Context: an optimization exercise on an open-source flow, tuned for small area. The choices shown serve that exercise and are no tape-out recipe. At most, simulation tests tie the RTL to the original design; equivalence was not proved. The RTL of runs 1 and 3 to 8 was laid out without a check of its function. Power figures rest on the tool's default switching activity, not on a simulated workload.

[design.v]
`timescale 1ns / 1ps
module debouncer #(parameter RISE = 0)
   (input wire clk, rst, bouncy_in,
    output logic debounced_out,
    output wire  rise);
   logic [3:0] cnt;
   wire settled = cnt[3] & cnt[2];
   always_ff @(posedge clk) begin
      if (rst) begin
         debounced_out <= 0;
         cnt           <= 4'd12;
      end
      else if (settled) begin
         cnt <= (bouncy_in != debounced_out) ? 4'd0 : 4'd12;
      end
      else if (cnt[3] & cnt[1]) begin  
         debounced_out <= bouncy_in;
         cnt           <= (RISE && bouncy_in && !debounced_out) ? 4'd14 : 4'd12;
      end
      else begin
         cnt <= cnt + 1'b1;
      end
   end
   assign rise = RISE ? (cnt[3] & cnt[2] & cnt[1]) : 1'b0;
endmodule
`default_nettype none
`timescale 1ns / 100ps
module channel #(parameter W = 9, parameter PP = 0, parameter PA = 0,
                 parameter PB = 0)
   (input  wire       clk, rst, demo, alt,
    output logic [5:0] period);
   logic [W-1:0] counter;
   logic         clk_div, prev;
   wire wrap = demo ? (alt ? (counter >= PB) : (counter >= PA))
                    : (counter >= PP);
   always_ff @(posedge clk) begin
      if (rst) begin
         counter <= 0;
         clk_div <= 0;
         prev    <= 0;
         period  <= 0;
      end
      else begin
         counter <= wrap ? 0 : counter + 1'b1;
         clk_div <= clk_div ^ wrap;
         prev    <= clk_div;
         if (clk_div & ~prev) period <= period + 1'b1;
      end
   end
endmodule
`default_nettype none
`timescale 1ns / 1ps
module main( 
   gain, leds, pwm_out, shutdown_b,
   buttons, clk, rst
   );
   input wire clk, rst;
   input  wire  [3:0] buttons;
   output logic       pwm_out;
   output logic       shutdown_b, gain;
   output logic [1:0] leds;
   logic [3:0] buttons_db;
   wire        waveform_rise;
   wire [2:0]  unused_rise;
   debouncer #(.RISE(1)) DB0 (.clk(clk), .rst(rst), .bouncy_in(buttons[0]),
                              .debounced_out(buttons_db[0]), .rise(waveform_rise));
   debouncer DB1 (.clk(clk), .rst(rst), .bouncy_in(buttons[1]),
                  .debounced_out(buttons_db[1]), .rise(unused_rise[0]));
   debouncer DB2 (.clk(clk), .rst(rst), .bouncy_in(buttons[2]),
                  .debounced_out(buttons_db[2]), .rise(unused_rise[1]));
   debouncer DB3 (.clk(clk), .rst(rst), .bouncy_in(buttons[3]),
                  .debounced_out(buttons_db[3]), .rise(unused_rise[2]));
   logic state;
   always_ff @(posedge clk) begin
      if (rst) begin
         state <= 0;
      end
      if (buttons_db[1]) begin
         state <= 1;
      end else if (|buttons_db) begin
         state <= 0;
      end
   end
   always_comb begin
      leds[0]    = state;
      leds[1]    = 0;
      shutdown_b = 1;
      gain       = 1;
   end
   logic [1:0] waveform_type;
   always_ff @(posedge clk) begin
      if (rst) begin
         waveform_type <= 0;
      end else if (waveform_rise) begin
         waveform_type <= {waveform_type[0], ~waveform_type[0] & ~waveform_type[1]};
      end
   end
   logic [11:0] pwm_counter;
   logic [1:0]  mod3;    
   logic [2:0]  mod7;    
   logic [3:0]  mod13;   
   logic [6:0]  mod125;  
   always_ff @(posedge clk) begin
      if (rst) begin
         pwm_counter <= 0;
         mod3        <= 0;
         mod7        <= 0;
         mod13       <= 0;
         mod125      <= 0;
      end
      else begin
         pwm_counter <= pwm_counter + 1'b1;
         mod3        <= {mod3[0], ~(mod3[0] | mod3[1])};
         mod7        <= {mod7[1:0], ~(mod7[1] ^ mod7[2])};
         mod13       <= (mod13 == 4'b1010) ? 4'd0 : {mod13[2:0], ~(mod13[2] ^ mod13[3])};
         mod125      <= (mod125 == 7'b1010000) ? 7'd0 : {mod125[5:0], ~(mod125[5] ^ mod125[6])};
      end
   end
   wire take_sample = mod3[1] & (mod7 == 3'b100) & (mod13 == 4'b1010);
   wire song_step = (pwm_counter[2:0] == 3'd5) & mod3[0] & (mod125 == 7'b0000001);
   logic [6:0] song_pos;
   logic       was_demo;
   always_ff @(posedge clk) begin
      was_demo <= state;
      if (rst) begin
         song_pos <= 0;
      end else if (song_step) begin
         song_pos <= was_demo ? song_pos + 1'b1 : 7'd0;
      end
   end
   wire [2:0] row = song_pos[6:4];
   logic [11:0] vols;
   always_comb begin
      case (row)
        3'd0: vols = 12'b11_00_00_00_00_00;
        3'd1: vols = 12'b11_11_00_00_00_00;
        3'd2: vols = 12'b11_11_11_00_00_00;
        3'd3: vols = 12'b11_11_11_11_00_00;
        3'd4: vols = 12'b10_10_10_10_11_10;
        3'd5: vols = 12'b10_10_10_10_11_11;
        3'd6: vols = 12'b01_01_01_10_10_10;
        default: vols = 12'b01_01_01_01_01_01;
      endcase
   end
   wire [5:0] p0, p1, p2, p4, p8, p12, p16, p20;
   channel #(.W(9), .PP(212), .PA(357), .PB(357)) CH0
     (.clk(clk), .rst(rst), .demo(state), .alt(1'b0), .period(p0));
   channel #(.W(9), .PP(106), .PA(357), .PB(357)) CH1
     (.clk(clk), .rst(rst), .demo(state), .alt(1'b0), .period(p1));
   channel #(.W(9), .PP(0), .PA(357), .PB(357)) CH2
     (.clk(clk), .rst(rst), .demo(state), .alt(1'b0), .period(p2));
   channel #(.W(9), .PP(0), .PA(212), .PB(283)) CH4
     (.clk(clk), .rst(rst), .demo(state), .alt(row >= 3'd1), .period(p4));
   channel #(.W(8), .PP(0), .PA(212), .PB(238)) CH8
     (.clk(clk), .rst(rst), .demo(state), .alt(row >= 3'd2), .period(p8));
   channel #(.W(8), .PP(0), .PA(212), .PB(178)) CH12
     (.clk(clk), .rst(rst), .demo(state), .alt(row >= 3'd3), .period(p12));
   channel #(.W(8), .PP(0), .PA(212), .PB(141)) CH16
     (.clk(clk), .rst(rst), .demo(state), .alt(row >= 3'd4), .period(p16));
   channel #(.W(8), .PP(0), .PA(212), .PB(118)) CH20
     (.clk(clk), .rst(rst), .demo(state), .alt(row >= 3'd5), .period(p20));
   logic [7:0] w0, w1;
   always_comb begin
      case (waveform_type)
        2'd1: begin
           w0 = {p0[4:0], {3{p0[0]}}} ^ {8{p0[5]}};
           w1 = {p1[4:0], {3{p1[0]}}} ^ {8{p1[5]}};
        end
        2'd2: begin
           w0 = {p0, {2{p0[0]}}};
           w1 = {p1, {2{p1[0]}}};
        end
        default: begin
           w0 = {8{p0[5]}};
           w1 = {8{p1[5]}};
        end
      endcase
   end
   wire [8:0] play_audio = (buttons[2] ? w0 : 8'd0) + (buttons[3] ? w1 : 8'd0);
   function automatic [2:0] vol_count(input [1:0] vol);
      vol_count = (vol == 2'd3) ? 3'd4 : {1'b0, vol};
   endfunction
   wire [4:0] high_count =
        {4'd0, p0[5] & (vols[11:10] != 2'd0)}
      + {4'd0, p1[5] & vols[11]}
      + {3'd0, p2[5] & (vols[11:10] == 2'd3), 1'b0}
      + ({5{p4[5]}}  & {2'd0, vol_count(vols[9:8])})
      + ({5{p8[5]}}  & {2'd0, vol_count(vols[7:6])})
      + ({5{p12[5]}} & {2'd0, vol_count(vols[5:4])})
      + ({5{p16[5]}} & {2'd0, vol_count(vols[3:2])})
      + ({5{p20[5]}} & {2'd0, vol_count(vols[1:0])});
   wire [11:0] demo_audio = {high_count, 8'd0} - {7'd0, high_count};
   wire [11:0] audio = state ? demo_audio : {3'd0, play_audio};
   logic [11:0] sample;
   wire  [11:0] pwm_counter_rev;
   genvar i;
   generate
      for (i = 0; i < 12; i++) begin : REV
         assign pwm_counter_rev[i] = pwm_counter[11-i];
      end
   endgenerate
   always_ff @(posedge clk) begin
      if (rst | take_sample) begin
         sample <= audio;
      end
      pwm_out <= (sample >= pwm_counter_rev) & (sample != 0);
   end
endmodule
[run.sh]
#!/bin/bash
# synth_recipe.tcl (not shown) runs the flow's synth.tcl, then flattens the netlist and writes it again
# the make line also repeats each setting of config.mk as NAME=value (left out here)
make -C /OpenROAD-flow-scripts/flow DESIGN_CONFIG=/design/flow/config.mk WORK_HOME=/design/flow/orfs CLKGATE_MAP_FILE= SYNTH_SCRIPT=/design/flow/synth_recipe.tcl finish
[config.mk]
export PLATFORM = sky130hd
export DESIGN_NAME = main
export DESIGN_NICKNAME = main
export VERILOG_FILES = /design/flow/design.v
export SDC_FILE = /design/flow/constraint.sdc
export NUM_CORES = 4
export LEC_CHECK = 0
export CAP_MARGIN = 20
export CORE_MARGIN = 2
export CORE_UTILIZATION = 70
export SLEW_MARGIN = 20
export SYNTH_MEMORY_MAX_BITS = 16384
[constraint.sdc]
create_clock -name core_clock -period 10.0 [get_ports {clk}]
set_input_delay 2.0000 -clock core_clock [delete_from_list [all_inputs] [get_ports {clk}]]
set_output_delay 2.0000 -clock core_clock [all_outputs]
set_load 0.01 [all_outputs]
==> impl_metrics.toml, run 1 <==
[sta]
max_slew.worst_pin.slew_ns = 1.011
rsz0062_at_grt = "false"
hold_viol = 0
fmax_ghz = 0.2143
drv_slew = 0
setup_violations = 0
finalCritPeriodShare = 0.4667
period_needed_ns = 4.667
clock_skew_ns = 0.008118
relSlewSlack = 0.3232
tns_ns = 0

[setup_path]
worstPathArrival_ns = 4.91
critPathKind = "reg -> reg"
worstPathCellList = "inv_1 > nor2_1 > nand2_1 > fa_1 > fa_1 > inv_1 > fa_1 > inv_1 > fa_1 > nand2b_1 > a21oi_1 > xor2_1 > inv_1 > ha_1 > xor2_1 > nand2_1 > o21ai_0 > o21ai_0"
r2r_end = "sample[8]$_DFFE_PP_"
cp_max_fo = 14
critPathSlowestCell = "dfxtp_1"
startpoint = "song_pos[6]$_SDFFE_PP0P_"
r2r-start = "song_pos[6]$_SDFFE_PP0P_"
r2r_cells = 18
rrSetupSlack_ns = 5.33
worstPathRequired_ns = 10.24
startpoint_type = "flop"
endpoint_kind = "flop"
max_stage_delay_ns = 0.57

[pwr]
p_leak_nw = 4.287
power.density_mw_per_mm2 = 167.1
vdd_drop_max_v = 0.0001657

[floorplan]
pin_count = 11
dieWidth_um = 123.5
rows = 43
dieArea_mm2 = 0.01525
core_mm2 = 0.01393
fp.dieH_um = 123.5
initial_core_util = 0.7172

[detailed_routing]
wirelength_um = 17930
first_pass_iters = 7
vias = 7301
drcViolationCount = 0
viasPerCell = 5.599
drt-wirelength-per-cell_um = 13.75
drtIter0Drc = 400
drtAntennaViolNets = 0

[yosys]
synth_top_area_frac = 0.3846
yosysTopAreaCell = "dfxtp_1"
synth_flop_cell = "dfxtp_1"
seq_area_frac_synth = 0.4206
synth_area_leaders = "dfxtp_1 (38%), ha_1 (8.0%), nor2_1 (6.5%)"
syn_avg_cell_area_um2 = 9.004
ys_ff_latch = 204
syn-cell-area_mm2 = 0.009995
synthDistinctLibCells = 62
yosys_warnings = 11
ys_async_sr_fraction = 0
syn-instance-count = 1110
synth_edf_count = 12

[cts]
cts-hold-fix-buffers = 0
cts_root_buffer = "clkbuf_16"
path_clk_slew_ns = 0.06
cts_resized = 0
cts_setup_buffers = 0
cts-buffers-inserted = 21
clk-insertion-delay-late_ns = 0.50
cts_max_path_buffers = 3
cts.sinks = 204
cts_tree = "built"
cts_htree_levels = 1

[layout]
diodes = 0
final_cell_mix = "dfxtp_1 (192), nor2_1 (173), inv_1 (65)"
drive_above_1_share = 0.04626
fin_util = 0.7843
nets = 1192
nFillCells = 1002
layout_commonest_cell = "dfxtp_1"
layout.cells.non_filler = 1304
syn_to_final_growth_pct = 9.351

[global_routing]
grt_start_max_net_pins = 80
grt_overflow = 0
grt_pass1_wl_um = 30200
grt_usage = 0.2411
grt_pass1_vias = 6862
grt_antenna_before_repair = 0

[hold_path]
hp-class = "reg -> reg"
hold_end = "mod3[0]$_SDFF_PP0_"
hold_start = "mod3[1]$_SDFF_PP0_"
holdPathStages = 1

[place]
place.gp.congestion = 0.8553
dp_hpwl_um = 12080
io_buffers = 7
dp.cells = 1267

[flow_run]
cap_violations = 0

[outcome]
status = "finished clean"
[worst max path at each step]
stage                           to  slack, ns  cells after the start
6_report       sample[8]$_DFFE_PP_       5.33                     18
2_1_floorplan  sample[8]$_DFFE_PP_       5.62                     18
5_1_grt        sample[8]$_DFFE_PP_       4.95                     18
4_1_cts        sample[8]$_DFFE_PP_       5.34                     18
3_5_place_dp   sample[8]$_DFFE_PP_       5.34                     18
3_3_place_gp   sample[8]$_DFFE_PP_       5.46                     18
[per-layer routing]
layer / GRT usage / wire length [um] / vias to the layer above
li1: - / - / 3767
met1: 0.3082 / 8464 / 3402
met2: 0.4234 / 8590 / 105
met3: 0.03828 / 545 / 27
met4: 0.06321 / 327 / 0
met5: 0 / 0 / -
[critical path: cells and delay by family (launching register included)]
family,cells,cell delay (ns)
AOI/OAI and AO/OA,3,0.31
xor gates and xnor gates,2,0.39
adders and majority gates,5,2.24
buffers and inverters,4,0.40
DFF,1,0.57
and+or+nand+nor,4,0.49
[cell usage after synthesis, types with 13 or more instances]
cell type / n
a21oi_1: 40
a22oi_1: 13
and3_1: 13
clkbuf_1: 27
dfxtp_1: 192
ha_1: 64
inv_1: 65
nand2_1: 61
nand3_1: 48
nand4_1: 22
nor2_1: 173
nor2b_1: 39
nor3_1: 13
o21ai_0: 48
or3_1: 13
xnor2_1: 53
xor2_1: 61
[area by class of cell]
type                       count  area [um^2]  area share
sequential                   204         4204      0.3847
inverter                      66        247.7     0.02267
clock buffer                  27        588.1     0.05381
clock inverter                10        182.7     0.01671
multi-input combinational    808         5399      0.4940
tap                          180        225.2     0.02061
timing repair buffer           9        82.58    0.007556
[cell families after synthesis]
logic type | synth area share
buffers and inverters | 0.03956
flip-flops | 0.4206
AO/OA/AOI/OAI | 0.1038
multiplexers | 0.01227
XOR/XNOR | 0.09990
other | 0.0007514
adder cells (fa/ha/maj) | 0.1042
AND/OR/NAND/NOR | 0.2190
[report_power, final]
group / switching, W / internal [W] / leakage, nW
Sequential: 0.0000258 / 0.000848 / 1.68
Combinational: 0.0000484 / 0.0000417 / 2.23
Clock: 0.000317 / 0.000545 / 0.381
Total: 0.000391 / 0.00144 / 4.29
[sequential cells by signal, summed over array words and instances (netlist names), 7 cells and up]
name          flops
CH12.counter      8
CH4.counter       9
CH8.counter       8
mod125            7
CH2.counter       9
song_pos          7
CH1.counter       9
pwm_counter      12
CH0.counter       9
CH16.counter      8
CH20.counter      8
sample           12
[per-stage QoR]
stage / power, W / setup slack [ns] / hold slack (ns) / instance area [um^2]
final: 0.001826 / 5.333 / 0.4229 / 10930
after global routing: 0.001890 / 4.953 / 0.4603 / 10930
after CTS: 0.001837 / 5.339 / 0.4250 / 10930
after detailed placement: 0.0009802 / 5.339 / 0.4096 / 10160
after global placement: 0.0009765 / 5.458 / 0.4032 / 10160
after floorplan: 0.0009586 / 5.619 / 0.3910 / 9998
==> run 2: changes to the inputs <==
--- a/design.v
+++ b/design.v
@@ -97,26 +97,20 @@
    end
    logic [11:0] pwm_counter;
-   logic [1:0]  mod3;    
-   logic [2:0]  mod7;    
-   logic [3:0]  mod13;   
-   logic [6:0]  mod125;  
-   always_ff @(posedge clk) begin
-      if (rst) begin
-         pwm_counter <= 0;
-         mod3        <= 0;
-         mod7        <= 0;
-         mod13       <= 0;
-         mod125      <= 0;
+   logic [8:0]  sample_timer;
+   logic [8:0]  song_timer;
+   always_ff @(posedge clk) begin
+      if (rst) begin
+         pwm_counter  <= 0;
+         sample_timer <= 0;
+         song_timer   <= 0;
       end
       else begin
-         pwm_counter <= pwm_counter + 1'b1;
-         mod3        <= {mod3[0], ~(mod3[0] | mod3[1])};
-         mod7        <= {mod7[1:0], ~(mod7[1] ^ mod7[2])};
-         mod13       <= (mod13 == 4'b1010) ? 4'd0 : {mod13[2:0], ~(mod13[2] ^ mod13[3])};
-         mod125      <= (mod125 == 7'b1010000) ? 7'd0 : {mod125[5:0], ~(mod125[5] ^ mod125[6])};
-      end
-   end
-   wire take_sample = mod3[1] & (mod7 == 3'b100) & (mod13 == 4'b1010);
-   wire song_step = (pwm_counter[2:0] == 3'd5) & mod3[0] & (mod125 == 7'b0000001);
+         pwm_counter  <= pwm_counter + 1'b1;
+         sample_timer <= (sample_timer == 272) ? 9'd0 : sample_timer + 1'b1;
+         song_timer   <= (song_timer   == 374) ? 9'd0 : song_timer + 1'b1;
+      end
+   end
+   wire take_sample = (sample_timer == 272);
+   wire song_step = (pwm_counter[2:0] == 3'd5) & (song_timer == 9'd1);
    logic [6:0] song_pos;
    logic       was_demo;
@@ -201,5 +195,7 @@
    endgenerate
    always_ff @(posedge clk) begin
-      if (rst | take_sample) begin
+      if (rst) begin
+         sample <= 0;
+      end else if (take_sample) begin
          sample <= audio;
       end
--- a/config.mk
+++ b/config.mk
@@ -8,5 +8,5 @@
 export CAP_MARGIN = 20
 export CORE_MARGIN = 2
-export CORE_UTILIZATION = 70
+export CORE_UTILIZATION = 40
 export SLEW_MARGIN = 20
 export SYNTH_MEMORY_MAX_BITS = 16384
==> impl_metrics.toml, run 2 <==
[pwr]
power.density_mw_per_mm2 = 161.3
clockPowerShare = 0.484
pwr-share-comb = 0.044
internal-power_w = 0.001448
vdd_drop_max_v = 0.0001067
p_leak_nw = 4.417
power_frac_seq = 0.472
p_sw_w = 0.0003968
switching_share = 0.2150

[global_routing]
grt_start_max_net_pins = 90
grt_antenna_before_repair = 0
grt_pass1_vias = 6943
grt_overflow = 0
grt_usage = 0.1394
grt_pass1_wl_um = 31990

[setup_path]
worstPathArrival_ns = 5.57
endpoint_kind = "flop"
worstPathRequired_ns = 10.43
critPathKind = "reg -> reg"
cp_max_fo = 13
startpoint_type = "flop"
cp_common_cell = "fa_1"
critPathSlowestCell = "dfxtp_1"
max_stage_delay_ns = 0.56
worstPathCellList = "clkinv_1 > nor2_1 > and2_1 > fa_1 > fa_1 > inv_1 > fa_1 > fa_1 > nand2b_1 > a21oi_1 > xor2_1 > inv_1 > ha_1 > xnor2_1 > nor2_1 > o311a_1 > nor3_1"

[layout]
ff_latch_area_mm2 = 0.004124
drive_above_1_share = 0.04572
layout_commonest_cell = "dfxtp_1"
reg_top3 = "pwm_counter (12), sample (12)"
layout.cells.non_filler = 1511
nets = 1250
final_cell_mix = "dfxtp_1 (206), nor2_1 (180), xor2_1 (70)"
multi_input_area_mm2 = 0.005759
nFillCells = 2431
diodes = 0
syn_to_final_growth_pct = 11.45

[place]
io_buffers = 7
place.gp.congestion = 0.7934
dp.cells = 1468
place_worst_setup_slack_ns = 4.897
dp_hpwl_um = 12560

[yosys]
synth_top_area_frac = 0.4018
yosysTopAreaCell = "dfxtp_1"
yosys.cell_count.top_type = "dfxtp_1"
synth_area_leaders = "dfxtp_1 (40%), ha_1 (8.4%), nor2_1 (6.6%)"
yosys_warnings = 11
synthDistinctLibCells = 71
syn_avg_cell_area_um2 = 8.834
syn-instance-count = 1162
seq_area_frac_synth = 0.4018
ys_ff_latch = 206
ys_async_sr_fraction = 0
synth_flop_cell = "dfxtp_1"
synth_edf_count = 0
syn-cell-area_mm2 = 0.01026
synth_commonest_cells = "dfxtp_1 (206), nor2_1 (180), xor2_1 (70)"

[sta]
tns_ns = 0
setup_violations = 0
setup_ws_ns = 4.862
relSlewSlack = 0.3890
clock_skew_ns = 0.007163
max_slew.worst_pin.slew_ns = 0.9166
period_needed_ns = 5.138
finalCritPeriodShare = 0.5138
drv_slew = 0
hold_viol = 0
fmax_ghz = 0.1946
hold_slack_ns = 0.4502
rsz0062_at_grt = "false"

[flow_run]
cap_violations = 0

[cts]
cts_resized = 0
path_clk_slew_ns = 0.06
cts-hold-fix-buffers = 0
cts-buffers-inserted = 24
cts_htree_levels = 1
cts_root_buffer = "clkbuf_16"
cts_setup_buffers = 0
cts.sinks = 206
cts_tree = "built"
cts_max_path_buffers = 3
clk-insertion-delay-late_ns = 0.51

[floorplan]
dieWidth_um = 164.2
dieArea_mm2 = 0.02696
fp.dieH_um = 164.2
initial_core_util = 0.4076
core_mm2 = 0.02518
pin_count = 11
rows = 58

[detailed_routing]
first_pass_iters = 4
drtIter0Drc = 397
drcViolationCount = 0
wirelength_um = 18260
drt-wirelength-per-cell_um = 12.08
vias = 7572
viasPerCell = 5.011
drtAntennaViolNets = 0

[hold_path]
hp-class = "reg -> reg"

[outcome]
status = "finished clean"
## run 2: power by group through the flow
stage	Clock, W	Sequential [W]	Combinational [W]
after floorplan	0	0.000881	0.0000696
after global placement	0	0.000888	0.0000809
after detailed placement	0	0.000888	0.0000827
after CTS	0.000923	0.000871	0.0000833
after global routing	0.000960	0.000875	0.0000948
final	0.000893	0.000871	0.0000814
## run 2: cells by family (layout without fill, tap and decap cells)
| family | Yosys count | after routing | share of synthesized area |
|---|---|---|---|
| other | 2 | 3 | 0.0007316 |
| AND/OR/NAND/NOR | 461 | 461 | 0.2193 |
| AO/OA/AOI/OAI | 181 | 181 | 0.1168 |
| multiplexers | 17 | 17 | 0.01682 |
| flip-flops | 206 | 206 | 0.4018 |
| adder cells (fa/ha/maj) | 80 | 80 | 0.1056 |
| XOR/XNOR | 119 | 119 | 0.1015 |
| buffers and inverters | 96 | 114 | 0.03754 |
## run 2: final cells by class
class	instances	share of cell area
clock buffers	39	0.06628
clock inverters	4	0.006125
inverters	62	0.02034
multi-input cells	861	0.5034
flip-flops and latches	206	0.3605
well taps	330	0.03609
repair buffers	9	0.007219
## run 2: critical path, delay by kind of cell, from the launching register on
family | cells | cell delay [ns]
AOI/OAI and AO/OA | 2 | 0.48
xor gates and xnor gates | 2 | 0.65
adders and majority gates | 5 | 2.18
buffers and inverters | 3 | 0.47
DFF | 1 | 0.56
and+or+nand+nor | 5 | 0.72
## run 2: per-stage QoR
| step | power [W] | area, um^2 | utilization |
|---|---|---|---|
| 3_3_place_gp | 0.0009689 | 10610 | 0.4214 |
| 3_5_place_dp | 0.0009712 | 10610 | 0.4214 |
| 4_1_cts | 0.001877 | 11440 | 0.4543 |
| 6_report | 0.001845 | 11440 | 0.4543 |
| 2_1_floorplan | 0.0009507 | 10270 | - |
| 5_1_grt | 0.001929 | 11440 | 0.4543 |
## run 2: metal layers
| metal | track usage | vias to the layer above | wire (um) |
|---|---|---|---|
| met4 | 0.03110 | 0 | 264 |
| li1 | - | 4001 | - |
| met2 | 0.2292 | 74 | 8023 |
| met1 | 0.1901 | 3475 | 9345 |
| met3 | 0.02576 | 22 | 628 |
| met5 | 0 | - | 0 |
## run 2: final timing paths
kind | startpoint | end | slack (ns) | depth (start not counted)
worst max register to register | song_pos[6]$_SDFFE_PP0P_ | sample[8]$_SDFFE_PP0P_ | 4.86 | 17
worst max-delay path | song_pos[6]$_SDFFE_PP0P_ | sample[8]$_SDFFE_PP0P_ | 4.86 | 17
worst min register to register | DB1.cnt[0]$_SDFF_PP0_ | DB1.cnt[0]$_SDFF_PP0_ | 0.45 | 1
worst min-delay path | DB1.cnt[0]$_SDFF_PP0_ | DB1.cnt[0]$_SDFF_PP0_ | 0.45 | 1
==> run 3: changes to the inputs <==
--- a/design.v
+++ b/design.v
@@ -97,20 +97,26 @@
    end
    logic [11:0] pwm_counter;
-   logic [8:0]  sample_timer;
-   logic [8:0]  song_timer;
-   always_ff @(posedge clk) begin
-      if (rst) begin
-         pwm_counter  <= 0;
-         sample_timer <= 0;
-         song_timer   <= 0;
+   logic [1:0]  mod3;    
+   logic [2:0]  mod7;    
+   logic [3:0]  mod13;   
+   logic [6:0]  mod125;  
+   always_ff @(posedge clk) begin
+      if (rst) begin
+         pwm_counter <= 0;
+         mod3        <= 0;
+         mod7        <= 0;
+         mod13       <= 0;
+         mod125      <= 0;
       end
       else begin
-         pwm_counter  <= pwm_counter + 1'b1;
-         sample_timer <= (sample_timer == 272) ? 9'd0 : sample_timer + 1'b1;
-         song_timer   <= (song_timer   == 374) ? 9'd0 : song_timer + 1'b1;
-      end
-   end
-   wire take_sample = (sample_timer == 272);
-   wire song_step = (pwm_counter[2:0] == 3'd5) & (song_timer == 9'd1);
+         pwm_counter <= pwm_counter + 1'b1;
+         mod3        <= {mod3[0], ~(mod3[0] | mod3[1])};
+         mod7        <= {mod7[1:0], ~(mod7[1] ^ mod7[2])};
+         mod13       <= (mod13 == 4'b1010) ? 4'd0 : {mod13[2:0], ~(mod13[2] ^ mod13[3])};
+         mod125      <= (mod125 == 7'b1010000) ? 7'd0 : {mod125[5:0], ~(mod125[5] ^ mod125[6])};
+      end
+   end
+   wire take_sample = mod3[1] & (mod7 == 3'b100) & (mod13 == 4'b1010);
+   wire song_step = (pwm_counter[2:0] == 3'd5) & mod3[0] & (mod125 == 7'b0000001);
    logic [6:0] song_pos;
    logic       was_demo;
@@ -195,7 +201,5 @@
    endgenerate
    always_ff @(posedge clk) begin
-      if (rst) begin
-         sample <= 0;
-      end else if (take_sample) begin
+      if (rst | take_sample) begin
          sample <= audio;
       end
==> flow/run.sh (new file) <==
#!/bin/bash
# Own layout flow: the standard synthesis, then the combinational logic
# between the flip-flops is re-mapped by ABC for area (flip-flops, their
# names and cell types untouched), checked equivalent by a SAT miter with the
# flip-flops cut, and the standard layout steps run on the result.
# Each tool's output goes to a log file in the work folder.
set -euo pipefail
W=$PWD
F=$W/flow
LIB=$FLOW_HOME/platforms/sky130hd/lib/sky130_fd_sc_hd__tt_025C_1v80.lib
YOSYS=${YOSYS_EXE:-$(command -v yosys || echo $FLOW_HOME/../tools/install/yosys/bin/yosys)}
R=$W/orfs/results/$FLOW_PLATFORM/main/base

bash standard.sh synth > $W/log_1_standard_synth.txt 2>&1
cp $R/1_2_yosys.v $W/synth_standard.v

sed -e "s|@LIB@|$LIB|g" -e "s|@IN@|$W/synth_standard.v|g" -e "s|@OUT@|$W/synth_reopt.v|g" \
    -e "s|@ABC@|$F/area.abc|g" $F/reopt.tcl > $W/reopt_run.tcl
ok=0
if $YOSYS -c $W/reopt_run.tcl > $W/log_2_reopt.txt 2>&1; then
  python3 $F/cutff.py $W/synth_standard.v $W/eq_gold.v gold
  python3 $F/cutff.py $W/synth_reopt.v $W/eq_gate.v gate
  sed -e "s|@LIB@|$LIB|g" -e "s|@GOLD@|$W/eq_gold.v|g" -e "s|@GATE@|$W/eq_gate.v|g" \
      $F/equiv.tcl > $W/equiv_run.tcl
  if $YOSYS -c $W/equiv_run.tcl > $W/log_3_equiv.txt 2>&1 \
     && grep -q "SUCCESS" $W/log_3_equiv.txt \
     && ! grep -q 'assign .*\(>>\|[&|^~]\)' $W/synth_reopt.v \
     && [ "$(grep -c 'sky130_fd_sc_hd__e\?dfxtp_[0-9]' $W/synth_standard.v)" = \
          "$(grep -c 'sky130_fd_sc_hd__e\?dfxtp_[0-9]' $W/synth_reopt.v)" ]; then
    ok=1
  fi
fi
if [ $ok = 1 ]; then
  echo "re-mapped netlist is equivalent: using it" > $W/log_4_choice.txt
  cp $W/synth_reopt.v $R/1_2_yosys.v
  rm -f $R/1_synth.odb $R/1_synth.sdc
else
  echo "re-mapped netlist not used: standard synthesis kept" > $W/log_4_choice.txt
fi
bash standard.sh > $W/log_5_layout.txt 2>&1
==> flow/area.abc (new file) <==
strash; &get -n; &deepsyn -T 30; &put; strash; dch -f; &get -n; &nf -a -R 1000; &put
==> flow/cutff.py (new file) <==
#!/usr/bin/env python3
"""Cut flip-flops out of a flat yosys netlist: each FF's Q becomes an input
port, each data/enable pin an output port, named after the instance."""
import re, sys
src = open(sys.argv[1]).read()
name_ = sys.argv[3]
inst_re = re.compile(r'\n\s*(sky130_fd_sc_hd__(?:dfxtp|edfxtp|dfrtp|dfstp|dfbbp|sdf\w*|dfxbp)_\d+)\s+(\S+)\s*\((.*?)\);', re.S)
ins, outs, assigns = [], [], []
k = 0
def repl(m):
    global k
    cell, inst, body = m.groups()
    pins = dict(re.findall(r'\.(\w+)\(([^()]*)\)', body))
    tag = re.sub(r'[^A-Za-z0-9_]', '_', inst)
    for p, net in pins.items():
        net = net.strip() + " "
        if p in ('Q', 'Q_N'):
            port = f'ffq_{tag}_{p}'
            ins.append(port); assigns.append(f'  assign {net} = {port};' if p == 'Q' else f'  assign {net} = ~{port.replace("_Q_N","_Q")};')
        elif p in ('CLK',):
            pass
        else:
            port = f'ffd_{tag}_{p}'
            outs.append(port); assigns.append(f'  assign {port} = {net};')
    return '\n'
src = inst_re.sub(repl, src)
m = re.search(r'module\s+main\s*\((.*?)\);', src, re.S)
plist = m.group(1).strip()
newports = ', '.join(ins + outs)
src = src[:m.start()] + f'module {name_}({plist}, {newports});' + src[m.end():]
decl = '\n'.join([f'  input {p};' for p in sorted(set(i for i in ins if not i.endswith('_Q_N')))] + [f'  output {p};' for p in outs])
src = src.replace('endmodule', decl + '\n' + '\n'.join(assigns) + '\nendmodule', 1)
open(sys.argv[2], 'w').write(src)
==> flow/equiv.tcl (new file) <==
yosys read_liberty -overwrite -ignore_miss_func @LIB@
yosys read_verilog @GOLD@
yosys read_verilog @GATE@
yosys flatten gold gate
yosys opt_clean -purge
yosys miter -equiv -flatten -make_assert gold gate miter
yosys hierarchy -top miter
yosys sat -verify -prove-asserts miter
==> flow/reopt.tcl (new file) <==
yosys read_liberty -overwrite -ignore_miss_func @LIB@
yosys read_verilog -overwrite @IN@
yosys hierarchy -top main
foreach m {sky130_fd_sc_hd__dfxtp_1 sky130_fd_sc_hd__edfxtp_1} { yosys blackbox $m }
yosys flatten
yosys opt_clean -purge
yosys abc -liberty @LIB@ -dont_use *lpflow* -dont_use *probe* -script @ABC@
yosys opt_clean -purge
yosys splitnets
yosys opt_clean -purge
yosys hilomap -singleton -hicell sky130_fd_sc_hd__conb_1 HI -locell sky130_fd_sc_hd__conb_1 LO
yosys insbuf -buf sky130_fd_sc_hd__buf_1 A X
yosys stat -liberty @LIB@
yosys check
yosys write_verilog -noattr -nohex -nodec -selected @OUT@
==> standard.sh (new file) <==
#!/bin/bash
# synth_recipe.tcl (not shown) runs the flow's synth.tcl, then flattens the netlist and writes it again
# the make line also repeats each setting of config.mk as NAME=value (left out here)
make -C /OpenROAD-flow-scripts/flow DESIGN_CONFIG=/design/flow/config.mk WORK_HOME=/design/flow/orfs CLKGATE_MAP_FILE= SYNTH_SCRIPT=/design/flow/synth_recipe.tcl "${@:-finish}"
--- a/config.mk
+++ b/config.mk
@@ -8,5 +8,5 @@
 export CAP_MARGIN = 20
 export CORE_MARGIN = 2
-export CORE_UTILIZATION = 40
+export CORE_UTILIZATION = 70
 export SLEW_MARGIN = 20
 export SYNTH_MEMORY_MAX_BITS = 16384
removed: run.sh
==> impl_metrics.toml, run 3 <==
[setup_path]
critPathKind = "in -> reg"
endpoint_kind = "flop"
critPathSlowestCell = "clkdlybuf4s50_1"
cp_top_family = "simple AND/OR/NAND/NOR gates"
max_stage_delay_ns = 0.56
worstPathRequired_ns = 10.19
crit_cells = 16
cp_max_fo = 5
r2r_cells = 12
critPathCapture = "sample[8]$_DFFE_PP_"
worstPathArrival_ns = 5.03
r2r_end = "sample[3]$_DFFE_PP_"
r2r-start = "song_pos[6]$_SDFFE_PP0P_"
startpoint = "buttons[2]"
startpoint_type = "primary input"
worstPathCellList = "clkdlybuf4s50_1 > nand2_1 > nor3_1 > nor2_1 > nand2_1 > and2_0 > xnor2_1 > nor2b_1 > mux2_1 > nor2_1 > or3_1 > a21oi_1 > o21bai_1 > nand2b_1 > nand3_1 > o21ai_0"
path_buf_inv = 1
rrSetupSlack_ns = 6.14

[sta]
tns_ns = 0
finalCritPeriodShare = 0.4834
drv_slew = 0
setup_violations = 0
clock_skew_ns = 0.01310
hold_viol = 0
rsz0062_at_grt = "false"
relSlewSlack = 0.2955
max_slew.worst_pin.slew_ns = 1.046
fmax_ghz = 0.2069
period_needed_ns = 4.834

[layout]
layout.cells.non_filler = 1113
layout_commonest_cell = "dfxtp_1"
diodes = 0
final_cell_mix = "dfxtp_1 (192), nor2_1 (120), a21oi_1 (112)"
syn_to_final_growth_pct = 11.99
nets = 963
fin_util = 0.8012
drive_above_1_share = 0.03814
reg_top3 = "pwm_counter (12), sample (12)"

[pwr]
power.density_mw_per_mm2 = 201.5
vdd_drop_max_v = 0.0001851
p_leak_nw = 3.374

[global_routing]
grt_pass1_vias = 6365
grt_usage = 0.2582
grt_antenna_before_repair = 0
grt_start_max_net_pins = 61
grt_pass1_wl_um = 27710
grt_overflow = 0

[cts]
cts_tree = "built"
cts_htree_levels = 1
clk-insertion-delay-late_ns = 0.48
cts_root_buffer = "clkbuf_16"
path_clk_slew_ns = 0.06
cts_resized = 0
cts-buffers-inserted = 21
cts-hold-fix-buffers = 0
cts_setup_buffers = 0
cts.sinks = 204
cts_max_path_buffers = 3

[floorplan]
core_mm2 = 0.01142
fp.dieH_um = 112.0
rows = 39
dieArea_mm2 = 0.01255
dieWidth_um = 112.0
pin_count = 11
initial_core_util = 0.7154

[outcome]
status = "finished clean"

[detailed_routing]
drcViolationCount = 0
first_pass_iters = 5
viasPerCell = 5.975
drtIter0Drc = 302
wirelength_um = 16090
vias = 6650
drt-wirelength-per-cell_um = 14.46
drtAntennaViolNets = 0

[flow_run]
cap_violations = 0

[yosys]
syn-cell-area_mm2 = 0.008169
yosys_warnings = 11
syn-instance-count = 928
syn_avg_cell_area_um2 = 8.803

[place]
dp_hpwl_um = 10540
place.gp.congestion = 0.9139
io_buffers = 7
dp.cells = 1077

[hold_path]
hp-class = "reg -> reg"
## run 3: cell types whose count changed in the layout (fill, tap and decap cells not counted), sizes merged, moves of 33 or more
cell   previous run  this run
nand3            48        14
and3             13        46
ha               69         0
a21oi            42       112
nor2            180       120
xor2             70        18
nor3             18        69
inv              61         1
## run 3: metrics by stage
step | setup slack, ns | hold slack (ns) | instance area [um^2] | power, W
finish | 5.166 | 0.4261 | 9149 | 0.001844
global route | 4.888 | 0.4479 | 9149 | 0.001907
CTS | 5.199 | 0.4263 | 9140 | 0.001856
detailed placement | 4.731 | 0.4111 | 8423 | 0.001062
global placement | 4.894 | 0.4098 | 8423 | 0.001047
floorplan | 5.550 | 0.3915 | 8173 | 0.001021
## run 3: routing by layer
layer / up-vias / part of all wire / GRT usage
li1: 3355 / - / -
met1: 3110 / 0.44 / 0.3237
met2: 141 / 0.49 / 0.4562
met3: 44 / 0.041 / 0.03780
met4: 0 / 0.029 / 0.09512
met5: - / 0 / 0
## run 3: power breakdown
group | total (W) | internal, W | switching, W
sequential | 0.000931 | 0.000880 | 0.0000514
combinational | 0.000118 | 0.0000508 | 0.0000669
clock | 0.000794 | 0.000493 | 0.000301
## run 3: area by class of cell
class,count,area [um^2]
clock buffer,28,591.8
tap,143,178.9
multi-input combinational,689,3849
inverter,32,120.1
sequential,204,4204
fill,748,2270
clock inverter,8,125.1
timing repair buffer,9,80.08
## run 3: worst min-delay path by stage
stage | slack [ns] | start | cells past startpoint | end
floorplan | 0.39 | mod3[1]$_SDFF_PP0_ | 1 | mod3[0]$_SDFF_PP0_
finish | 0.43 | mod3[1]$_SDFF_PP0_ | 1 | mod3[0]$_SDFF_PP0_
detailed placement | 0.41 | mod3[1]$_SDFF_PP0_ | 1 | mod3[0]$_SDFF_PP0_
CTS | 0.43 | mod3[1]$_SDFF_PP0_ | 1 | mod3[0]$_SDFF_PP0_
global route | 0.45 | mod3[1]$_SDFF_PP0_ | 1 | mod3[0]$_SDFF_PP0_
global placement | 0.41 | mod3[1]$_SDFF_PP0_ | 1 | mod3[0]$_SDFF_PP0_
==> run 4: changes to the inputs <==
--- a/config.mk
+++ b/config.mk
@@ -9,4 +9,5 @@
 export CORE_MARGIN = 2
 export CORE_UTILIZATION = 70
+export CTS_BUF_LIST = sky130_fd_sc_hd__clkbuf_4
 export SLEW_MARGIN = 20
 export SYNTH_MEMORY_MAX_BITS = 16384
==> impl_metrics.toml, run 4 <==
[pwr]
total_power_w = 0.001670
p_leak_nw = 3.374
power.density_mw_per_mm2 = 185.3
vdd_drop_max_v = 0.0001564

[detailed_routing]
drcViolationCount = 0
drt-wirelength-per-cell_um = 13.27
drtAntennaViolNets = 0
drtIter0Drc = 332
viasPerCell = 5.778
wirelength_um = 15380
vias = 6697
first_pass_iters = 5

[yosys]
yosys_warnings = 11
syn_avg_cell_area_um2 = 8.803
syn-cell-area_mm2 = 0.008169
syn-instance-count = 928

[cts]
cts.sinks = 204
clk-insertion-delay-late_ns = 0.58
cts-buffers-inserted = 48
cts_resized = 0
cts-hold-fix-buffers = 0
cts_htree_levels = 2
cts_tree = "built"
cts_max_path_buffers = 3
cts_setup_buffers = 0
path_clk_slew_ns = 0.07
cts_root_buffer = "clkbuf_4"

[layout]
drive_above_1_share = 0.07579
nets = 990
ff_latch_area_mm2 = 0.004204
final_cell_mix = "dfxtp_1 (192), nor2_1 (120), a21oi_1 (112)"
syn_to_final_growth_pct = 10.31
reg_top3 = "pwm_counter (12), sample (12)"
diodes = 0
nFillCells = 827
layout_commonest_cell = "dfxtp_1"
multi_input_area_mm2 = 0.003849

[floorplan]
pin_count = 11
dieArea_mm2 = 0.01255
core_mm2 = 0.01142
dieWidth_um = 112.0
rows = 39
initial_core_util = 0.7154
fp.dieH_um = 112.0

[setup_path]
cp_max_fo = 5
critPathSlowestCell = "clkdlybuf4s50_1"
max_stage_delay_ns = 0.56
worstPathRequired_ns = 10.29
critPathKind = "in -> reg"
startpoint = "buttons[2]"
worstPathCellList = "clkdlybuf4s50_1 > nand2_1 > nor3_1 > nor2_1 > nand2_1 > and2_0 > xnor2_1 > nor2b_1 > mux2_1 > nor2_1 > or3_1 > a21oi_1 > o21bai_1 > nand2b_1 > nand3_1 > o21ai_0"
r2r-start = "song_pos[6]$_SDFFE_PP0P_"
endpoint_kind = "flop"
worstPathArrival_ns = 4.99
startpoint_type = "primary input"

[global_routing]
grt_antenna_before_repair = 0
grt_start_max_net_pins = 61
grt_usage = 0.2523
grt_pass1_vias = 6459
grt_overflow = 0
grt_pass1_wl_um = 27140

[hold_path]
hp-class = "reg -> reg"
hold_start = "mod3[1]$_SDFF_PP0_"

[sta]
tns_ns = 0
relSlewSlack = 0.3239
period_needed_ns = 4.693
finalCritPeriodShare = 0.4693
fmax_ghz = 0.2131
drv_slew = 0
hold_viol = 0
rsz0062_at_grt = "false"
hold_slack_ns = 0.4305
max_slew.worst_pin.slew_ns = 1.004
setup_violations = 0
clock_skew_ns = 0.02294

[outcome]
status = "finished clean"

[flow_run]
cap_violations = 0

[place]
io_buffers = 7
place.gp.congestion = 0.9139
dp_hpwl_um = 10540
run 4: layout make-up:
class	count	share of cell area
Clock inverter	10	0.004304
Multi-Input combinational cell	689	0.4271
Clock buffer	72	0.05998
Inverter	32	0.01333
Timing Repair Buffer	9	0.008886
Sequential cell	204	0.4665
Tap cell	143	0.01986
run 4: critical path: cells and delay by family:
kind	cells	cell delay [ns]
AND/OR/NAND/NOR	10	1.64
buffers and inverters	1	0.56
AO/OA/AOI/OAI	3	0.35
multiplexers	1	0.35
XOR/XNOR	1	0.08
run 4: report_power, final:
part / switching, W / internal (W) / leakage (nW)
clock network: 0.000296 / 0.000327 / 0.349
logic: 0.0000662 / 0.0000508 / 1.35
registers: 0.0000505 / 0.000879 / 1.67
run 4: path summary, 6_finish.rpt:
path                              end  depth (start not counted)  slack (ns)
setup / recovery  sample[8]$_DFFE_PP_                         16        5.31
hold / removal     mod3[0]$_SDFF_PP0_                          1        0.43
setup reg to reg  sample[3]$_DFFE_PP_                         12        6.09
hold reg to reg    mod3[0]$_SDFF_PP0_                          1        0.43
run 4: per-stage QoR:
stage / worst slack (ns) / instances / area (um^2) / utilization
final: 5.307 / 1159 / 9011 / 0.7892
after detailed placement: 4.731 / 1077 / 8423 / 0.7377
after global placement: 4.894 / 1077 / 8423 / 0.7377
after floorplan: 5.550 / 929 / 8173 / -
after CTS: 5.353 / 1159 / 9002 / 0.7884
after global routing: 5.009 / 1159 / 9011 / 0.7892
run 4: per-layer routing:
metal | global-route usage | vias up | routed length, um
met5 | 0 | - | 0
met4 | 0.1098 | 0 | 414
met3 | 0.05130 | 42 | 691
met2 | 0.4287 | 151 | 7317
met1 | 0.3144 | 3075 | 6958
li1 | - | 3429 | -
==> run 5: changes to the inputs <==
--- a/config.mk
+++ b/config.mk
@@ -8,6 +8,6 @@
 export CAP_MARGIN = 20
 export CORE_MARGIN = 2
-export CORE_UTILIZATION = 70
-export CTS_BUF_LIST = sky130_fd_sc_hd__clkbuf_4
+export CORE_UTILIZATION = 85
+export PLACE_DENSITY = 0.85
 export SLEW_MARGIN = 20
 export SYNTH_MEMORY_MAX_BITS = 16384
==> impl_metrics.toml, run 5 <==
[outcome]
status = "aborted with a tool error"
stop_stage = "global routing (5_1_grt)"
tool.error = "[ERROR GRT-0232] Routing congestion too high. Check the congestion heatmap in the GUI."

[place]
place.gp.congestion = 0.9142
dp_hpwl_um = 12500
place_worst_setup_slack_ns = 4.630
dp.cells = 1063
io_buffers = 7

[yosys]
syn-cell-area_mm2 = 0.008169
syn_avg_cell_area_um2 = 8.803
yosys_warnings = 11
syn-instance-count = 928

[floorplan]
fp.dieH_um = 102.0
dieWidth_um = 102.0
initial_core_util = 0.8799
pin_count = 11
rows = 35

[cts]
cts_resized = 0
cts_root_buffer = "clkbuf_8"
cts_htree_levels = 1
cts_setup_buffers = 0
cts_max_path_buffers = 3
cts-hold-fix-buffers = 0
cts-buffers-inserted = 19

[global_routing]
grt_overflow = 60
grt_start_max_net_pins = 46
grt_usage = 0.7730
==> run 5: power groups by stage <==
stage / logic [W] / registers [W] / clock network [W]
2_1_floorplan: 0.0000871 / 0.000934 / 0
3_3_place_gp: 0.000105 / 0.000942 / 0
3_5_place_dp: 0.000117 / 0.000949 / 0
4_1_cts: 0.000138 / 0.000944 / 0.000652
==> run 5: how the worst min path moves through the flow <==
stage / from / endpoint / slack (ns) / cells past startpoint
after floorplan: mod3[1]$_SDFF_PP0_ / mod3[0]$_SDFF_PP0_ / 0.39 / 1
after global placement: mod3[1]$_SDFF_PP0_ / mod3[0]$_SDFF_PP0_ / 0.41 / 1
after detailed placement: mod3[1]$_SDFF_PP0_ / mod3[0]$_SDFF_PP0_ / 0.42 / 1
after CTS: mod125[0]$_SDFF_PP0_ / mod125[1]$_SDFF_PP0_ / 0.46 / 2
==> run 5: metrics by stage <==
| stage | hold WS, ns | cell area (um^2) | total power [W] |
|---|---|---|---|
| after global placement | 0.4080 | 8406 | 0.001047 |
| after CTS | 0.4639 | 8939 | 0.001734 |
| after floorplan | 0.3915 | 8173 | 0.001021 |
| after detailed placement | 0.4198 | 8406 | 0.001067 |
==> run 5: layer usage <==
layer | GRT overflow | GRT usage
met2 | 28 | 0.9418
met4 | 32 | 0.8297
met5 | 0 | 0.09615
met3 | 0 | 0.5889
met1 | 0 | 0.7826
==> run 6: changes to the inputs <==
--- a/flow/run.sh
+++ b/flow/run.sh
@@ -38,3 +38,6 @@
   echo "re-mapped netlist not used: standard synthesis kept" > $W/log_4_choice.txt
 fi
+# Clock tree: the standard arguments, with small buffers and without the
+# dummy loads CTS adds to balance levels.
+export CTS_ARGS="-sink_clustering_enable -repair_clock_nets -dont_use_dummy_load -buf_list $(cat $F/cts_bufs.txt)"
 bash standard.sh > $W/log_5_layout.txt 2>&1
==> flow/cts_bufs.txt (new file) <==
sky130_fd_sc_hd__clkbuf_4
--- a/config.mk
+++ b/config.mk
@@ -8,6 +8,5 @@
 export CAP_MARGIN = 20
 export CORE_MARGIN = 2
-export CORE_UTILIZATION = 85
-export PLACE_DENSITY = 0.85
+export CORE_UTILIZATION = 70
 export SLEW_MARGIN = 20
 export SYNTH_MEMORY_MAX_BITS = 16384
==> impl_metrics.toml, run 6 <==
[outcome]
status = "finished clean"

[floorplan]
dieArea_mm2 = 0.01255
dieWidth_um = 112.0
initial_core_util = 0.7154
rows = 39
core_mm2 = 0.01142
pin_count = 11
fp.dieH_um = 112.0

[layout]
final_cell_mix = "dfxtp_1 (192), nor2_1 (120), a21oi_1 (112)"
fin_area_mm2 = 0.008792
drive_above_1_share = 0.05295
layout_commonest_cell = "dfxtp_1"
nets = 990
diodes = 0
layout.cells.non_filler = 1125
reg_top3 = "pwm_counter (12), sample (12)"
syn_to_final_growth_pct = 7.627

[setup_path]
r2r_end = "sample[3]$_DFFE_PP_"
r2r_cells = 13
rrSetupSlack_ns = 6.09
endpoint_kind = "flop"
critPathKind = "in -> reg"
cp_max_fo = 5
worstPathArrival_ns = 5.02
startpoint_type = "primary input"
startpoint = "buttons[2]"
worstPathRequired_ns = 10.28
r2r-start = "song_pos[6]$_SDFFE_PP0P_"
critPathCapture = "sample[7]$_DFFE_PP_"

[cts]
path_clk_slew_ns = 0.07
cts_resized = 0
cts_setup_buffers = 0
cts-buffers-inserted = 48
cts-hold-fix-buffers = 0
clk-insertion-delay-late_ns = 0.57
cts_max_path_buffers = 3
cts_tree = "built"
cts.sinks = 204
cts_root_buffer = "clkbuf_4"
cts_htree_levels = 2

[yosys]
syn-instance-count = 928
yosys_warnings = 11
syn_avg_cell_area_um2 = 8.803
syn-cell-area_mm2 = 0.008169

[sta]
tns_ns = 0
drv_slew = 0
clock_skew_ns = 0.02382
period_needed_ns = 4.741
fmax_ghz = 0.2109
finalCritPeriodShare = 0.4741
hold_slack_ns = 0.4305
setup_violations = 0
hold_viol = 0
max_slew.worst_pin.slew_ns = 1.006
rsz0062_at_grt = "false"
relSlewSlack = 0.3220

[detailed_routing]
drtAntennaViolNets = 0
first_pass_iters = 5
drtIter0Drc = 274
drcViolationCount = 0
drt-wirelength-per-cell_um = 13.61
vias = 6654
viasPerCell = 5.915
wirelength_um = 15310

[place]
place_area_mm2 = 0.008423
place.gp.congestion = 0.9139
dp_hpwl_um = 10540
io_buffers = 7
dp.cells = 1077

[global_routing]
grt_pass1_wl_um = 26940
grt_pass1_vias = 6415
grt_start_max_net_pins = 61
grt_antenna_before_repair = 0
grt_usage = 0.2500
grt_overflow = 0

[hold_path]
hp-class = "reg -> reg"

[flow_run]
cap_violations = 0

[pwr]
power.density_mw_per_mm2 = 173.8
vdd_drop_max_v = 0.0001298
p_leak_nw = 3.245
==> run 6: how the worst min path moves through the flow <==
stage,start,to,cells after the start
after floorplan,mod3[1]$_SDFF_PP0_,mod3[0]$_SDFF_PP0_,1
after global placement,mod3[1]$_SDFF_PP0_,mod3[0]$_SDFF_PP0_,1
after detailed placement,mod3[1]$_SDFF_PP0_,mod3[0]$_SDFF_PP0_,1
after CTS,mod3[1]$_SDFF_PP0_,mod3[0]$_SDFF_PP0_,1
after global routing,mod3[1]$_SDFF_PP0_,mod3[0]$_SDFF_PP0_,1
final,mod3[1]$_SDFF_PP0_,mod3[0]$_SDFF_PP0_,1
==> run 6: layer usage <==
| layer | vias up | share of wire | wire length [um] | track usage |
|---|---|---|---|---|
| met3 | 36 | 0.039 | 594 | 0.05130 |
| met2 | 132 | 0.48 | 7353 | 0.4263 |
| met4 | 0 | 0.025 | 381 | 0.1049 |
| met1 | 3093 | 0.46 | 6977 | 0.3116 |
| met5 | - | 0 | 0 | 0 |
| li1 | 3393 | - | - | - |
==> run 6: worst max-delay path, stage by stage <==
cell and delay, ns:
clkdlybuf4s50_1 0.56, nand2_1 0.11, nor3_1 0.43, nor2_1 0.10, nand2_1 0.10, and2_0 0.20
xnor2_1 0.08, nor2b_1 0.19, mux2_1 0.18, nor2_1 0.06, or3_1 0.39, a21oi_1 0.21
o21bai_1 0.16, and3_1 0.18, o31ai_1 0.07
==> run 6: through the flow <==
stage          setup slack (ns)  utilization  total power, W
2_1_floorplan             5.550            -        0.001021
5_1_grt                   4.992       0.7700        0.001606
3_3_place_gp              4.894       0.7377        0.001047
3_5_place_dp              4.731       0.7377        0.001062
4_1_cts                   5.338       0.7692        0.001544
6_report                  5.259       0.7700        0.001528
==> run 6: power breakdown <==
part           internal (W)  switching, W  total [W]
clock              0.000218      0.000262   0.000481
sequential         0.000880     0.0000504   0.000931
combinational     0.0000508     0.0000659   0.000117
total               0.00115      0.000378    0.00153
==> run 6: final cells by class <==
cell class,instances,area (um^2)
flip-flops and latches,204,4204
multi-input cells,689,3849
fillers,849,2626
clock buffers,48,360.3
well taps,143,178.9
inverters,32,120.1
repair buffers,9,80.08
==> run 7: changes to the inputs <==
--- a/config.mk
+++ b/config.mk
@@ -8,5 +8,5 @@
 export CAP_MARGIN = 20
 export CORE_MARGIN = 2
-export CORE_UTILIZATION = 70
+export CORE_UTILIZATION = 78
 export SLEW_MARGIN = 20
 export SYNTH_MEMORY_MAX_BITS = 16384
==> impl_metrics.toml, run 7 <==
[pwr]
power.density_mw_per_mm2 = 176.6
vdd_drop_max_v = 0.0001523
p_leak_nw = 3.250

[floorplan]
pin_count = 11
fp.dieH_um = 106.3
core_mm2 = 0.01023
dieArea_mm2 = 0.01131
dieWidth_um = 106.3
initial_core_util = 0.7985
rows = 37

[yosys]
syn_avg_cell_area_um2 = 8.803
yosys_warnings = 11
syn-cell-area_mm2 = 0.008169
syn-instance-count = 928

[sta]
finalCritPeriodShare = 0.4785
relSlewSlack = 0.4471
setup_violations = 0
hold_viol = 0
period_needed_ns = 4.785
rsz0062_at_grt = "false"
drv_slew = 0
clock_skew_ns = 0.07296
max_slew.worst_pin.slew_ns = 0.8207
tns_ns = 0
fmax_ghz = 0.2090
setup_ws_ns = 5.215

[layout]
layout_commonest_cell = "dfxtp_1"
final_cell_mix = "dfxtp_1 (192), nor2_1 (120), a21oi_1 (112)"
fin_util = 0.8592
syn_to_final_growth_pct = 7.612
nets = 991
diodes = 0
drive_above_1_share = 0.05392
reg_top3 = "pwm_counter (12), sample (12)"

[outcome]
status = "finished clean"

[global_routing]
grt_antenna_before_repair = 0
grt_usage = 0.3216
grt_overflow = 0
grt_start_max_net_pins = 43
grt_pass1_wl_um = 30220
grt_pass1_vias = 7052

[detailed_routing]
first_pass_iters = 5
vias = 7037
wirelength_um = 17930
drtIter0Drc = 562
drtAntennaViolNets = 0
viasPerCell = 6.289
drt-wirelength-per-cell_um = 16.02
drcViolationCount = 0

[cts]
cts_tree = "built"
cts-hold-fix-buffers = 0
cts_max_path_buffers = 3
cts_htree_levels = 2
clk-insertion-delay-late_ns = 0.59
path_clk_slew_ns = 0.05
cts_resized = 0
cts.sinks = 204
cts-buffers-inserted = 49
cts_setup_buffers = 0
cts_root_buffer = "clkbuf_4"

[setup_path]
endpoint_kind = "flop"
startpoint_type = "primary input"
critPathSlowestCell = "clkdlybuf4s50_1"
worstPathArrival_ns = 5.05
worstPathRequired_ns = 10.27
critPathKind = "in -> reg"
max_stage_delay_ns = 0.56
worstPathCellList = "clkdlybuf4s50_1 > nand2_1 > nor3_1 > nor2_1 > nand2_1 > and2_0 > xnor2_1 > nor2b_1 > mux2_1 > nor2_1 > or3_1 > a21oi_1 > o21bai_1 > nand2b_1 > nand3_1 > o21ai_0"
cp_max_fo = 5

[flow_run]
cap_violations = 0

[place]
io_buffers = 7
place_worst_setup_slack_ns = 4.662
dp_hpwl_um = 11830
place.gp.congestion = 0.8696

[hold_path]
hp-class = "reg -> reg"
==> run 7: cell type report <==
type	count	area (um^2)
repair buffers	9	80.08
clock buffers	49	367.9
inverters	32	120.1
fillers	599	1440
flip-flops and latches	204	4204
multi-input cells	689	3849
well taps	136	170.2
==> run 7: routing by layer <==
| layer | wire length (um) | vias to the layer above | track usage | part of all wire |
|---|---|---|---|---|
| met5 | 0 | - | 0 | 0 |
| met2 | 9198 | 221 | 0.5788 | 0.51 |
| met1 | 7461 | 3361 | 0.3742 | 0.42 |
| li1 | - | 3406 | - | - |
| met3 | 870 | 49 | 0.06009 | 0.049 |
| met4 | 400 | 0 | 0.1344 | 0.022 |
==> run 7: report_power, final <==
part | internal (W) | total (W) | switching [W]
clock network | 0.000223 | 0.000495 | 0.000272
logic | 0.0000509 | 0.000123 | 0.0000717
registers | 0.000880 | 0.000935 | 0.0000549
==> run 7: critical path, delay by kind of cell <==
| family | cells | cell delay (ns) |
|---|---|---|
| mux | 1 | 0.36 |
| compound gates | 3 | 0.40 |
| simple gates | 10 | 1.66 |
| buf+inv | 1 | 0.56 |
| xor+xnor | 1 | 0.08 |
==> run 7: stage by stage <==
stage | total power, W | hold WS, ns | cells | area [um^2]
2_1_floorplan | 0.001021 | 0.3915 | 929 | 8173
3_3_place_gp | 0.001048 | 0.4100 | 1070 | 8414
3_5_place_dp | 0.001064 | 0.4298 | 1070 | 8414
4_1_cts | 0.001554 | 0.4131 | 1119 | 8782
5_1_grt | 0.001617 | 0.4366 | 1119 | 8791
6_report | 0.001552 | 0.4211 | 1119 | 8791
==> run 7: path summary, 6_finish.rpt <==
check / from / end / slack [ns] / cells after the start
setup / recovery: buttons[3] / sample[8]$_DFFE_PP_ / 5.21 / 16
hold / removal: mod3[1]$_SDFF_PP0_ / mod3[0]$_SDFF_PP0_ / 0.42 / 1
setup reg to reg: song_pos[6]$_SDFFE_PP0P_ / sample[8]$_DFFE_PP_ / 5.92 / 11
hold reg to reg: mod3[1]$_SDFF_PP0_ / mod3[0]$_SDFF_PP0_ / 0.42 / 1
==> run 8: changes to the inputs <==
--- a/flow/run.sh
+++ b/flow/run.sh
@@ -40,4 +40,4 @@
 # Clock tree: the standard arguments, with small buffers and without the
 # dummy loads CTS adds to balance levels.
-export CTS_ARGS="-sink_clustering_enable -repair_clock_nets -dont_use_dummy_load -buf_list $(cat $F/cts_bufs.txt)"
+export CTS_ARGS="-sink_clustering_enable -repair_clock_nets -dont_use_dummy_load $(cat $F/cts_args.txt)"
 bash standard.sh > $W/log_5_layout.txt 2>&1
==> flow/cts_args.txt (new file) <==
-buf_list sky130_fd_sc_hd__clkbuf_2
--- a/config.mk
+++ b/config.mk
@@ -8,5 +8,5 @@
 export CAP_MARGIN = 20
 export CORE_MARGIN = 2
-export CORE_UTILIZATION = 78
+export CORE_UTILIZATION = 70
 export SLEW_MARGIN = 20
 export SYNTH_MEMORY_MAX_BITS = 16384
removed: flow/cts_bufs.txt
==> impl_metrics.toml, run 8 <==
[cts]
cts.sinks = 204
cts_resized = 0
cts_tree = "built"
cts_setup_buffers = 0
clk-insertion-delay-late_ns = 0.71
cts-buffers-inserted = 47
path_clk_slew_ns = 0.09
cts_max_path_buffers = 3
cts_htree_levels = 2
cts-hold-fix-buffers = 0
cts_root_buffer = "clkbuf_2"

[layout]
fin_area_mm2 = 0.008667
nFillCells = 866
nets = 989
reg_top3 = "pwm_counter (12), sample (12)"
syn_to_final_growth_pct = 6.096
layout_commonest_cell = "dfxtp_1"
diodes = 0
final_cell_mix = "dfxtp_1 (192), nor2_1 (120), a21oi_1 (112)"
drive_above_1_share = 0.05199

[setup_path]
rrSetupSlack_ns = 6.10
r2r_cells = 12
max_stage_delay_ns = 0.56
critPathKind = "in -> reg"
endpoint_kind = "flop"
cp_max_fo = 5
critPathSlowestCell = "clkdlybuf4s50_1"
r2r_end = "sample[3]$_DFFE_PP_"
worstPathCellList = "clkdlybuf4s50_1 > nand2_1 > nor3_1 > nor2_1 > nand2_1 > and2_0 > xnor2_1 > nor2b_1 > mux2_1 > nor2_1 > or3_1 > a21oi_1 > o21bai_1 > nand2b_1 > nand3_1 > o21ai_0"
startpoint_type = "primary input"
worstPathArrival_ns = 5.02
r2r-start = "song_pos[6]$_SDFFE_PP0P_"
worstPathRequired_ns = 10.40

[hold_path]
holdPathStages = 1
hold_start = "mod3[1]$_SDFF_PP0_"
hp-class = "reg -> reg"
hold_end = "mod3[0]$_SDFF_PP0_"

[sta]
period_needed_ns = 4.620
hold_slack_ns = 0.4333
fmax_ghz = 0.2164
max_slew.worst_pin.slew_ns = 1.005
relSlewSlack = 0.3226
drv_slew = 0
hold_viol = 0
tns_ns = 0
finalCritPeriodShare = 0.4620
setup_ws_ns = 5.380
clock_skew_ns = 0.03998
setup_violations = 0
rsz0062_at_grt = "false"

[place]
place.gp.congestion = 0.9139
dp_hpwl_um = 10540
place_worst_setup_slack_ns = 4.731
place_area_mm2 = 0.008423
io_buffers = 7

[global_routing]
grt_start_max_net_pins = 61
grt_overflow = 0
grt_usage = 0.2507
grt_pass1_wl_um = 26680
grt_antenna_before_repair = 0
grt_pass1_vias = 6405

[outcome]
status = "finished clean"

[yosys]
yosys_warnings = 11
syn-cell-area_mm2 = 0.008169
syn_avg_cell_area_um2 = 8.803
syn-instance-count = 928

[detailed_routing]
drtAntennaViolNets = 0
wirelength_um = 15190
first_pass_iters = 5
drtIter0Drc = 325
viasPerCell = 5.889
drt-wirelength-per-cell_um = 13.51
vias = 6619
drcViolationCount = 0

[pwr]
vdd_drop_max_v = 0.0001250
power.density_mw_per_mm2 = 164.8
p_leak_nw = 3.220

[floorplan]
pin_count = 11
initial_core_util = 0.7154
core_mm2 = 0.01142
dieWidth_um = 112.0
rows = 39
fp.dieH_um = 112.0
dieArea_mm2 = 0.01255

[flow_run]
cap_violations = 0
[run 8: worst max path at each step]
stage	startpoint	to	slack, ns	depth (start not counted)
after detailed placement	buttons[2]	sample[8]$_DFFE_PP_	4.73	16
after CTS	buttons[2]	sample[8]$_DFFE_PP_	5.50	16
after floorplan	rst	sample[0]$_DFFE_PP_	5.55	3
final	buttons[2]	sample[8]$_DFFE_PP_	5.38	16
after global placement	buttons[2]	sample[8]$_DFFE_PP_	4.89	16
after global routing	buttons[2]	sample[8]$_DFFE_PP_	5.15	16
[run 8: per-stage QoR]
stage | util | cells | power, W
after floorplan | - | 929 | 0.001021
after global placement | 0.7377 | 1077 | 0.001047
after detailed placement | 0.7377 | 1077 | 0.001062
after CTS | 0.7583 | 1124 | 0.001444
after global routing | 0.7590 | 1124 | 0.001502
final | 0.7590 | 1124 | 0.001428
[run 8: final cells by class]
type	instances	area [um^2]	share of cell area
repair buffers	9	80.08	0.009239
multi-input cells	689	3849	0.4441
well taps	143	178.9	0.02064
flip-flops and latches	204	4204	0.4851
inverters	32	120.1	0.01386
clock buffers	47	235.2	0.02714
[run 8: power by group]
group | total [W] | switching (W) | internal, W
clock network | 0.000383 | 0.000261 | 0.000122
logic | 0.000116 | 0.0000652 | 0.0000508
registers | 0.000929 | 0.0000503 | 0.000879
total | 0.00143 | 0.000376 | 0.00105
[run 8: layer usage]
layer  share of wire  vias to the layer above  wire length [um]  track usage
met5               0                        -                 0            0
met4           0.024                        0               372       0.1203
met3           0.035                       35               536      0.05130
met2            0.48                      123              7284       0.4198
met1            0.46                     3065              6995       0.3127
li1                -                     3396                 -            -
[run 8: critical path, delay by kind of cell]
family                    cells  cell delay (ns)
muxes                         1             0.36
xor gates and xnor gates      1             0.08
AOI/OAI and AO/OA             3             0.36
and+or+nand+nor              10             1.67
buffers and inverters         1             0.56

-- separate check: timing with driven ports --
The flow's constraints put no driver on any port. The routed layouts listed below were extracted and timed again, unchanged, in two steps. Step 1 (the two cells are an assumption about what drives the block):
set clk [get_ports {clk}]
set_driving_cell -lib_cell sky130_fd_sc_hd__clkbuf_16 $clk
set_driving_cell -lib_cell sky130_fd_sc_hd__buf_2 [delete_from_list [all_inputs] $clk]
Step 2 times the ports against the registers' clock, not the clock port: input delays grow and output delays shrink by t, the midpoint of the rising clock arrivals with the driver on. a / b / c = no drivers / after step 1 / after step 2; a / b = the first two.
| run | t, ns | slack for setup (ns) | hold slack, ns | worst setup path at the end |
|---|---|---|---|---|
| run 1 | 0.534 | 5.333 / 5.333 / 5.333 | 0.423 / 0.423 / 0.423 | register to register |
| run 2 | 0.546 | 4.862 / 4.862 / 4.862 | 0.450 / 0.450 / 0.450 | register to register |
| run 3 | 0.520 | 5.166 / 5.186 / 4.666 | 0.426 / 0.426 / 0.426 | input to register |
| run 4 | 0.603 | 5.307 / 5.319 / 4.716 | 0.431 / 0.431 / 0.431 | input to register |
| run 6 | 0.593 | 5.259 / 5.273 / 4.680 | 0.431 / 0.431 / 0.431 | input to register |
| run 7 | 0.579 | 5.215 / 5.228 / 4.649 | 0.421 / 0.421 / 0.421 | input to register |
| run 8 | 0.722 | 5.380 / 5.391 / 4.669 | 0.433 / 0.433 / 0.433 | input to register |
After both steps setup and hold are still met in every run listed. The setup slack of run 8, which loses most, moves by +0.011 ns with the drivers and by -0.711 ns with both steps.
